Source: an optimization exercise on an open RTL-to-GDS flow (aim: small area). Production flows keep margins and buffers that such runs may drop.
The RTL was checked by simulation tests, not by an equivalence proof against the original design.
Power and IR drop assume default switching activity.

==> flow/design.v <==
`timescale 1ns/1ps
module seller(
    clk, rst, led, an, seg, sw, btnC, btnU, btnL, btnR, btnD, btnRst
);
    input clk, rst, sw, btnC, btnU, btnL, btnR, btnD, btnRst;
    output [3:0] led;
    output [7:0] an;
    output [7:0] seg;
    reg       par;
    reg [5:0] c49;    
    reg [3:0] c9;     
    wire c49end = c49[5] & c49[4];       
    wire c9end  = c9[3];                 
    wire tick = ~par & c49end;
    wire sdp  = ~par & c9end;
    always @(posedge clk) begin
        par    <= ~(rst | par);
        c49[0] <= ~(rst | c49end | c49[0]);
        c49[1] <= ~rst & (c49[1] ^ c49[0]);
        c49[2] <= ~rst & (c49[2] ^ (&c49[1:0]));
        c49[3] <= ~rst & (c49[3] ^ (&c49[2:0]));
        c49[4] <= ~(rst | c49end) & (c49[4] ^ (&c49[3:0]));
        c49[5] <= ~(rst | c49end) & (c49[5] ^ (&c49[4:0]));
        c9[0]  <= ~(rst | c9end | c9[0]);
        c9[1]  <= ~rst & (c9[1] ^ c9[0]);
        c9[2]  <= ~rst & (c9[2] ^ (&c9[1:0]));
        c9[3]  <= ~rst & (&c9[2:0]);
    end
    wire [5:0] b = {btnRst, btnR, btnL, btnD, btnC, btnU};
    reg  [5:0] last, stab;
    wire [5:0] stabn = (b & last) | (stab & (b | last));
    always @(posedge clk) begin
        if (rst) begin
            last <= 6'd0;
            stab <= 6'd0;
        end else if (tick) begin
            last <= b;
            stab <= stabn;
        end
    end
    wire rmb10 = stab[0], rmb1 = stab[1], start = stab[2];
    wire sel5 = stab[3], sel25 = stab[4], cancel = ~stab[5];
    localparam S_INIT = 3'd0, S_BEGIN = 3'd1, S_CAN25 = 3'd2, S_CAN25_2 = 3'd3,
               S_CAN5 = 3'd4, S_BUY25 = 3'd5, S_BUY5 = 3'd6, S_CANCEL = 3'd7;
    reg [2:0] st;
    wire s0   = (st == S_INIT);
    wire buy25 = (st == S_BUY25);
    wire buy5  = (st == S_BUY5);
    wire fin  = buy25 | buy5 | (st == S_CANCEL);
    reg [3:0] ma, mb;
    reg lone, lten;
    wire m3 = (|ma) | mb[3] | mb[2] | (mb[1] & mb[0]);    
    reg [8:0] pc;
    wire pcdone = pc[8] & pc[7] & pc[6] & pc[5] & pc[4] & pc[1];    
    reg [2:0] nx;
    always @(*) begin
        case (st)
            S_INIT:    nx = start ? S_BEGIN : S_INIT;
            S_BEGIN:   nx = rmb1 ? S_CAN25 : rmb10 ? S_CAN5 : cancel ? S_CANCEL : S_BEGIN;
            S_CAN25:   nx = (m3 | rmb10) ? S_CAN25_2 : cancel ? S_CANCEL : S_CAN25;
            S_CAN25_2: nx = sel25 ? S_BUY25 : cancel ? S_CANCEL : S_CAN25_2;
            S_CAN5:    nx = sel25 ? S_BUY25 : sel5 ? S_BUY5 : cancel ? S_CANCEL : S_CAN5;
            default:   nx = pcdone ? S_INIT : st;
        endcase
    end
    always @(posedge clk) begin
        if (rst) st <= S_INIT;
        else if (tick) st <= sw ? S_INIT : nx;
    end
    wire [8:0] pcc = {&pc[7:0], &pc[6:0], &pc[5:0], &pc[4:0], &pc[3:0], &pc[2:0], &pc[1:0], pc[0], 1'b1};
    always @(posedge clk) begin
        if (tick) pc <= {9{fin}} & (pc ^ pcc);
    end
    wire inc1  = ~fin & rmb1 & ~lone & ~rmb10;
    wire inc10 = ~fin & rmb10 & ~lten & ~rmb1;
    wire b9 = mb[3] & mb[0];
    wire [3:0] mb1 = b9 ? 4'd0 : {mb[3] ^ (&mb[2:0]), mb[2] ^ (&mb[1:0]), mb[1] ^ mb[0], ~mb[0]};
    wire [3:0] ma1 = {ma[3] ^ (&ma[2:0]), ma[2] ^ (&ma[1:0]), ma[1] ^ ma[0], ~ma[0]};
    wire wrap1  = ma[3] & ma[2] & mb[2] & mb[1] & mb[0];           
    wire wrap10 = (ma[3] & ma[2]) | (ma[3] & ma[1] & ma[0] & mb[3]);  
    reg  [3:0] mb2;
    always @(*) begin
        case (mb)
            4'd8: mb2 = 4'd0;
            4'd9: mb2 = 4'd1;
            default: mb2 = {mb[3] ^ (mb[2] & mb[1]), mb[2] ^ mb[1], ~mb[1], mb[0]};
        endcase
    end
    always @(posedge clk) begin
        lone <= rmb1;
        lten <= rmb10;
        if (s0 | (inc1 & wrap1)) begin
            ma <= 4'd0;
            mb <= 4'd0;
        end else if (inc1) begin
            mb <= mb1;
            if (b9) ma <= ma1;
        end else if (inc10) begin
            if (wrap10) begin
                ma <= 4'd0;
                mb <= mb2;
            end else begin
                ma <= ma1;
            end
        end
    end
    reg [2:0] hd;    
    reg [2:0] md;    
    reg [3:0] val;   
    wire [2:0] hdn = {hd[1] & hd[0] & ~hd[2], (hd[1] ^ hd[0]) & ~hd[2], ~(hd[0] ^ hd[2])};
    wire [2:0] mdn = {md[2] ^ (md[1] & md[0]), md[1] ^ md[0], ~md[0]};
    wire [3:0] k = buy25 ? 4'd3 : buy5 ? 4'd5 : 4'd0;
    wire [4:0] bd = {1'b0, mb} - {1'b0, k};
    wire brw = bd[4];
    wire az = ~|ma;
    wire [3:0] vb = brw ? (az ? bd[3:0] + 4'd8 : bd[3:0] + 4'd10) : bd[3:0];
    wire [3:0] va = brw ? (az ? 4'd12 : ma - 4'd1) : ma;
    wire hund = va[3] & (va[2] | va[1]);
    wire [3:0] tens = hund ? {2'b00, va[2], va[0] & ~va[2]} : va;
    reg  [3:0] nval;
    always @(*) begin
        case (mdn[1:0])
            2'd0: nval = buy25 ? 4'd5 : 4'd0;
            2'd1: nval = vb;
            2'd2: nval = tens;
            default: nval = {3'd0, hund};
        endcase
    end
    always @(posedge clk) begin
        if (rst) begin
            hd <= 3'd5;
            md <= 3'd0;
        end else if (sdp) begin
            hd <= hdn;
            md <= mdn;
        end
        if (sdp) val <= nval;
    end
    wire [6:0] dec;
    assign dec[0] = (~val[0] & ~val[1] & val[2]) | (val[0] & ~val[1] & ~val[2] & ~val[3]);
    assign dec[1] = (~val[0] & val[1] & val[2]) | (val[0] & ~val[1] & val[2]);
    assign dec[2] = ~val[0] & val[1] & ~val[2];
    assign dec[3] = (~val[0] & ~val[1] & val[2]) | (val[0] & val[1] & val[2]) | (val[0] & ~val[1] & ~val[2] & ~val[3]);
    assign dec[4] = val[0] | (~val[1] & val[2]);
    assign dec[5] = (val[1] & ~val[2]) | (val[0] & val[1]) | (val[0] & ~val[2] & ~val[3]);
    assign dec[6] = (~val[1] & ~val[2] & ~val[3]) | (val[0] & val[1] & val[2]);
    wire [7:0] fixseg = {1'b1, ~md[0] & md[1], 1'b1, 1'b0, ~md[1], ~md[1] | md[0], 2'b11};
    wire [7:0] mseg = md[2] ? fixseg : {~(~md[1] & md[0]), dec};
    wire [7:0] hseg;
    assign hseg[0] = ~hd[1] | ~hd[0];
    assign hseg[1] = ~hd[2] | hd[0];
    assign hseg[2] = hd[0] | hd[1];
    assign hseg[3] = hd[2];
    assign hseg[4] = hd[0] & hd[2];
    assign hseg[5] = (hd[0] & hd[2]) | (~hd[0] & ~hd[1] & ~hd[2]);
    assign hseg[6] = hd[0] ^ hd[1];
    assign hseg[7] = 1'b1;
    wire [2:0] dsel = s0 ? hd : md;
    assign an[0] = ~(dsel == 3'd0);
    assign an[1] = ~(dsel == 3'd1);
    assign an[2] = ~(dsel == 3'd2);
    assign an[3] = ~(dsel == 3'd3);
    assign an[4] = ~(dsel == 3'd4);
    assign an[5] = ~(~s0 & (md == 3'd5));
    assign an[6] = ~(dsel == 3'd6);
    assign an[7] = ~(dsel == 3'd7);
    assign seg = s0 ? hseg : mseg;
    assign led = {fin, buy25 | buy5, ~s0, 1'b1};
endmodule
==> flow/run.sh <==
#!/bin/bash
# synth_recipe.tcl (not shown) runs the flow's synth.tcl, then flattens the netlist and writes it again
# the make line also repeats each setting of config.mk as NAME=value (left out here)
make -C /OpenROAD-flow-scripts/flow DESIGN_CONFIG=/design/flow/config.mk WORK_HOME=/design/flow/orfs CLKGATE_MAP_FILE= SYNTH_SCRIPT=/design/flow/synth_recipe.tcl finish
==> flow/config.mk <==
export PLATFORM = sky130hd
export DESIGN_NAME = seller
export DESIGN_NICKNAME = seller
export VERILOG_FILES = /design/flow/design.v
export SDC_FILE = /design/flow/constraint.sdc
export NUM_CORES = 4
export LEC_CHECK = 0
export ABC_AREA = 1
export CAP_MARGIN = 20
export CORE_MARGIN = 2
export CORE_UTILIZATION = 40
export SLEW_MARGIN = 20
==> flow/constraint.sdc <==
create_clock -name core_clock -period 7.0 [get_ports {clk}]
set_input_delay 1.4000 -clock core_clock [delete_from_list [all_inputs] [get_ports {clk}]]
set_output_delay 1.4000 -clock core_clock [all_outputs]
set_load 0.01 [all_outputs]
==> run summary <==
-- final cells by class --
type	count	area (um^2)	share of cell area, %
inverter	64	248	6.24
tap	108	135	3.40
clock inverter	3	22.5	0.567
clock buffer	5	68.8	1.73
sequential	55	1230	31.0
timing repair buffer	27	270	6.81
multi-input combinational	343	1990	50.2
-- worst paths after layout --
kind          from      to  slack [ns]  depth (start not counted)
min          c9[0]   c9[0]        0.43                          1
max          st[0]   an[4]        3.02                          9
min reg2reg  c9[0]   c9[0]        0.43                          1
max reg2reg  st[0]  val[2]        4.24                         11
-- metrics by stage --
stage / hold slack, ns / worst slack, ns / util [%] / cell area (um^2)
after floorplan: 0.398 / 4.27 / - / 3550
after detailed placement: 0.418 / 3.38 / 44.7 / 3880
final: 0.432 / 3.02 / 45.7 / 3970
after CTS: 0.436 / 3.03 / 45.7 / 3970
after global placement: 0.411 / 3.46 / 44.7 / 3880
after global routing: 0.443 / 2.83 / 45.7 / 3970
-- placed cells by master (no fill, tap or decap), types with 2 or more instances in the layout --
| cell type | n |
|---|---|
| nand2_1 | 83 |
| nor2_1 | 62 |
| inv_1 | 55 |
| dfxtp_1 | 42 |
| o21ai_0 | 35 |
| nand3_1 | 32 |
| a21oi_1 | 30 |
| ha_1 | 30 |
| clkdlybuf4s50_1 | 27 |
| edfxtp_1 | 13 |
| nand2_2 | 9 |
| inv_2 | 7 |
| nand4_1 | 7 |
| nor3_1 | 7 |
| o211ai_1 | 7 |
| xnor2_1 | 5 |
| clkbuf_8 | 5 |
| nor2_2 | 4 |
| nor2_8 | 3 |
| o21ai_2 | 3 |
| o21ai_1 | 3 |
| o21ai_4 | 2 |
| or2_2 | 2 |
| xor2_1 | 2 |
| inv_6 | 2 |
-- cell usage after synthesis (2+ instances only) --
library cell	n	area share, %
clkbuf_1	4	0.42
inv_2	7	0.74
buf_4	6	1.3
nor3_1	7	0.99
xnor2_1	5	1.2
nand2_1	83	8.8
edfxtp_1	13	11
nor2_2	4	0.70
o21ai_1	3	0.42
o21ai_0	35	4.9
ha_1	30	11
nor2_1	62	6.6
dfxtp_1	42	24
o211ai_1	7	1.5
nand3_1	32	4.5
nand4_1	7	1.2
a21oi_1	30	4.2
nor2_8	3	1.7
inv_1	55	5.8
nand2_2	9	1.6
o21ai_4	2	0.92
xor2_1	2	0.49
or2_2	2	0.35
o21ai_2	3	0.74
-- state kept, by name, indices dropped and copies added (netlist names) --
name / flops
pc: 9
c49: 6
last: 6
stab: 6
c9: 4
ma: 4
mb: 4
val: 4
hd: 3
md: 3
st: 3
lone: 1
lten: 1
par: 1
-- metal layers --
| layer | track usage, % | wire length, um | share of wire (%) | vias to the layer above |
|---|---|---|---|---|
| met4 | 4.95 | 112 | 1.6 | 0 |
| met3 | 2.93 | 201 | 2.9 | 8 |
| met2 | 25.1 | 3190 | 46 | 37 |
| met1 | 20.6 | 3460 | 50 | 1340 |
| li1 | - | - | - | 1593 |
| met5 | 0 | 0 | 0 | - |
-- logic make-up after synthesis --
group,Yosys count,share of synthesized area [%]
AO/OA/AOI/OAI,89,14.8
XOR/XNOR,7,1.73
adder cells (fa/ha/maj),31,11.1
buffers and inverters,77,9.23
flip-flops,55,34.7
other,1,0.106
AND/OR/NAND/NOR,215,28.4
-- power groups by stage --
stage / clock, mW / sequential [mW] / combinational (mW)
6_report: 0.180 / 0.328 / 0.0157
5_1_grt: 0.200 / 0.329 / 0.0181
4_1_cts: 0.187 / 0.328 / 0.0160
3_5_place_dp: 0 / 0.336 / 0.0160
3_3_place_gp: 0 / 0.335 / 0.0156
2_1_floorplan: 0 / 0.335 / 0.00844
==> flow_summary.json <==
{
  "fp.dieH_um": 98.2,
  "power_switching_mw": 0.119,
  "cts_setup_buffers": 0,
  "ctsResizeCount": 0,
  "ys_types": 46,
  "drtIter0Drc": 130,
  "initial_core_util_pct": 40.9,
  "clockRootBuffer": "clkbuf_8",
  "antenna_found_initial": 0,
  "cts_buffers": 5,
  "min_path_type": "reg -> reg",
  "layout-drive-gt1-share_pct": 9.26,
  "area_delta_synth_final_pct": 11.7,
  "diodes": 0,
  "rsz0062_at_grt": "false",
  "drcViolationCount": 0,
  "io_buffer_count": 27,
  "synth_async_sr_flop_share_pct": 0,
  "viasPerCell": 4.92,
  "syn-instance-count": 475,
  "detail-route-antenna-nets": 0,
  "pwr-share-seq_pct": 62.6,
  "critPathLaunchType": "flip-flop",
  "leakagePower_nw": 1.76,
  "drv_slew": 0,
  "crit_buf_inv": 4,
  "pwr-share-comb_pct": 3.0,
  "routedWlPerCell_um": 11.5,
  "max_stage_delay_ns": 0.64,
  "yosysSeqAreaShare_pct": 34.7,
  "dr.pass1.iters": 4,
  "drv_cap": 0,
  "vias": 2978,
  "wl_mm": 6.96,
  "p_clk_share_pct": 34.4,
  "core_area_um2": 8680,
  "relSlewSlack_pct": 38.2,
  "setup_viol": 0,
  "critPathCaptureType": "output port",
  "netlist_area_um2": 3550,
  "power.internal_mw": 0.406,
  "p_per_area_nw_per_um2": 132,
  "n_fill_cell": 893,
  "ir_worst_vdd_mv": 0.0849,
  "crit_slowest_cell": "dfxtp_1",
  "grt_overflow_total": 0,
  "worstPathArrival_ns": 2.58,
  "fin_cells": 605,
  "worst-setup-path-type": "reg -> out",
  "path_cells": "nor2_8 -> nand2_2 -> inv_2 -> nor2_1 -> inv_2 -> o21ai_2 -> inv_1 -> nand3_1 -> clkdlybuf4s50_1",
  "layout.nets": 536,
  "dieArea_um2": 9650,
  "ys_warn_count": 1,
  "period_share_pct": 56.8,
  "die_x_um": 98.2,
  "timing.fmax_mhz": 252,
  "worstPathRequired_ns": 5.60,
  "status": "finished clean",
  "hold_violations": 0,
  "skew_ns": 0.0131,
  "cts-htree-levels": 2,
  "holdBufCountCts": 0,
  "ys_seq_elements": 55,
  "numClockSinks": 55,
  "gp_congestion": 0.885,
  "io_pins": 29,
  "syn-mean-instance-area_um2": 7.48,
  "clk_path_buf_depth": 2,
  "grt_max_degree": 24,
  "num_rows": 34,
  "cts_tree": "built",
  "cp_max_fo": 12,
  "tightestPinTransition_ns": 0.927,
  "grt_pass1_vias": 2806,
  "setup_tns_ns": 0,
  "power_mw": 0.524,
  "crit_top_cell": "inv_2",
  "dp_hpwl_mm": 5.38,
  "worstSkewPairLatency_ns": 0.32,
  "cp_top_family": "buffers and inverters",
  "grt_pass1_wl_mm": 12.5,
  "dominantRegCellSynth": "dfxtp_1",
  "fin_crit_ns": 3.98,
  "switching_share_pct": 22.6,
  "syn_nets": 515,
  "synth_edf_count": 13,
  "clkSlewWorstSetupHoldPaths_ns": 0.09,
  "dp.cells": 597,
  "grt_usage_pct": 15.4
}

## port drivers added, routing unchanged
The results above use ideal ports. As a check the final layout listed here was re-extracted and re-timed, cells and wires unchanged.
Step 1 (the two cells are an assumption about what drives the block):
set clk [get_ports {clk}]
set_driving_cell -lib_cell sky130_fd_sc_hd__clkbuf_16 $clk
set_driving_cell -lib_cell sky130_fd_sc_hd__buf_2 [delete_from_list [all_inputs] $clk]
Step 2 adds t to the input delays and takes it off the output delays; t is the mean of the earliest and latest rising clock arrival at the registers after step 1. Input paths then give back, and output paths get back, about the clock's delay inside the block.
a / b / c = no drivers / after step 1 / after step 2; a / b = the first two.
t, ns: 0.343
setup slack, ns: 3.024 / 2.991 / 3.334
worst setup path after step 2: register to output
slew at the worst register clock pin (ns): 0.11 / 0.11
worst slew at a driven data input, ns: 0.03
After both steps this run still meets setup and hold. The setup slack of this run moves by -0.033 ns with the drivers and by +0.310 ns with both steps.
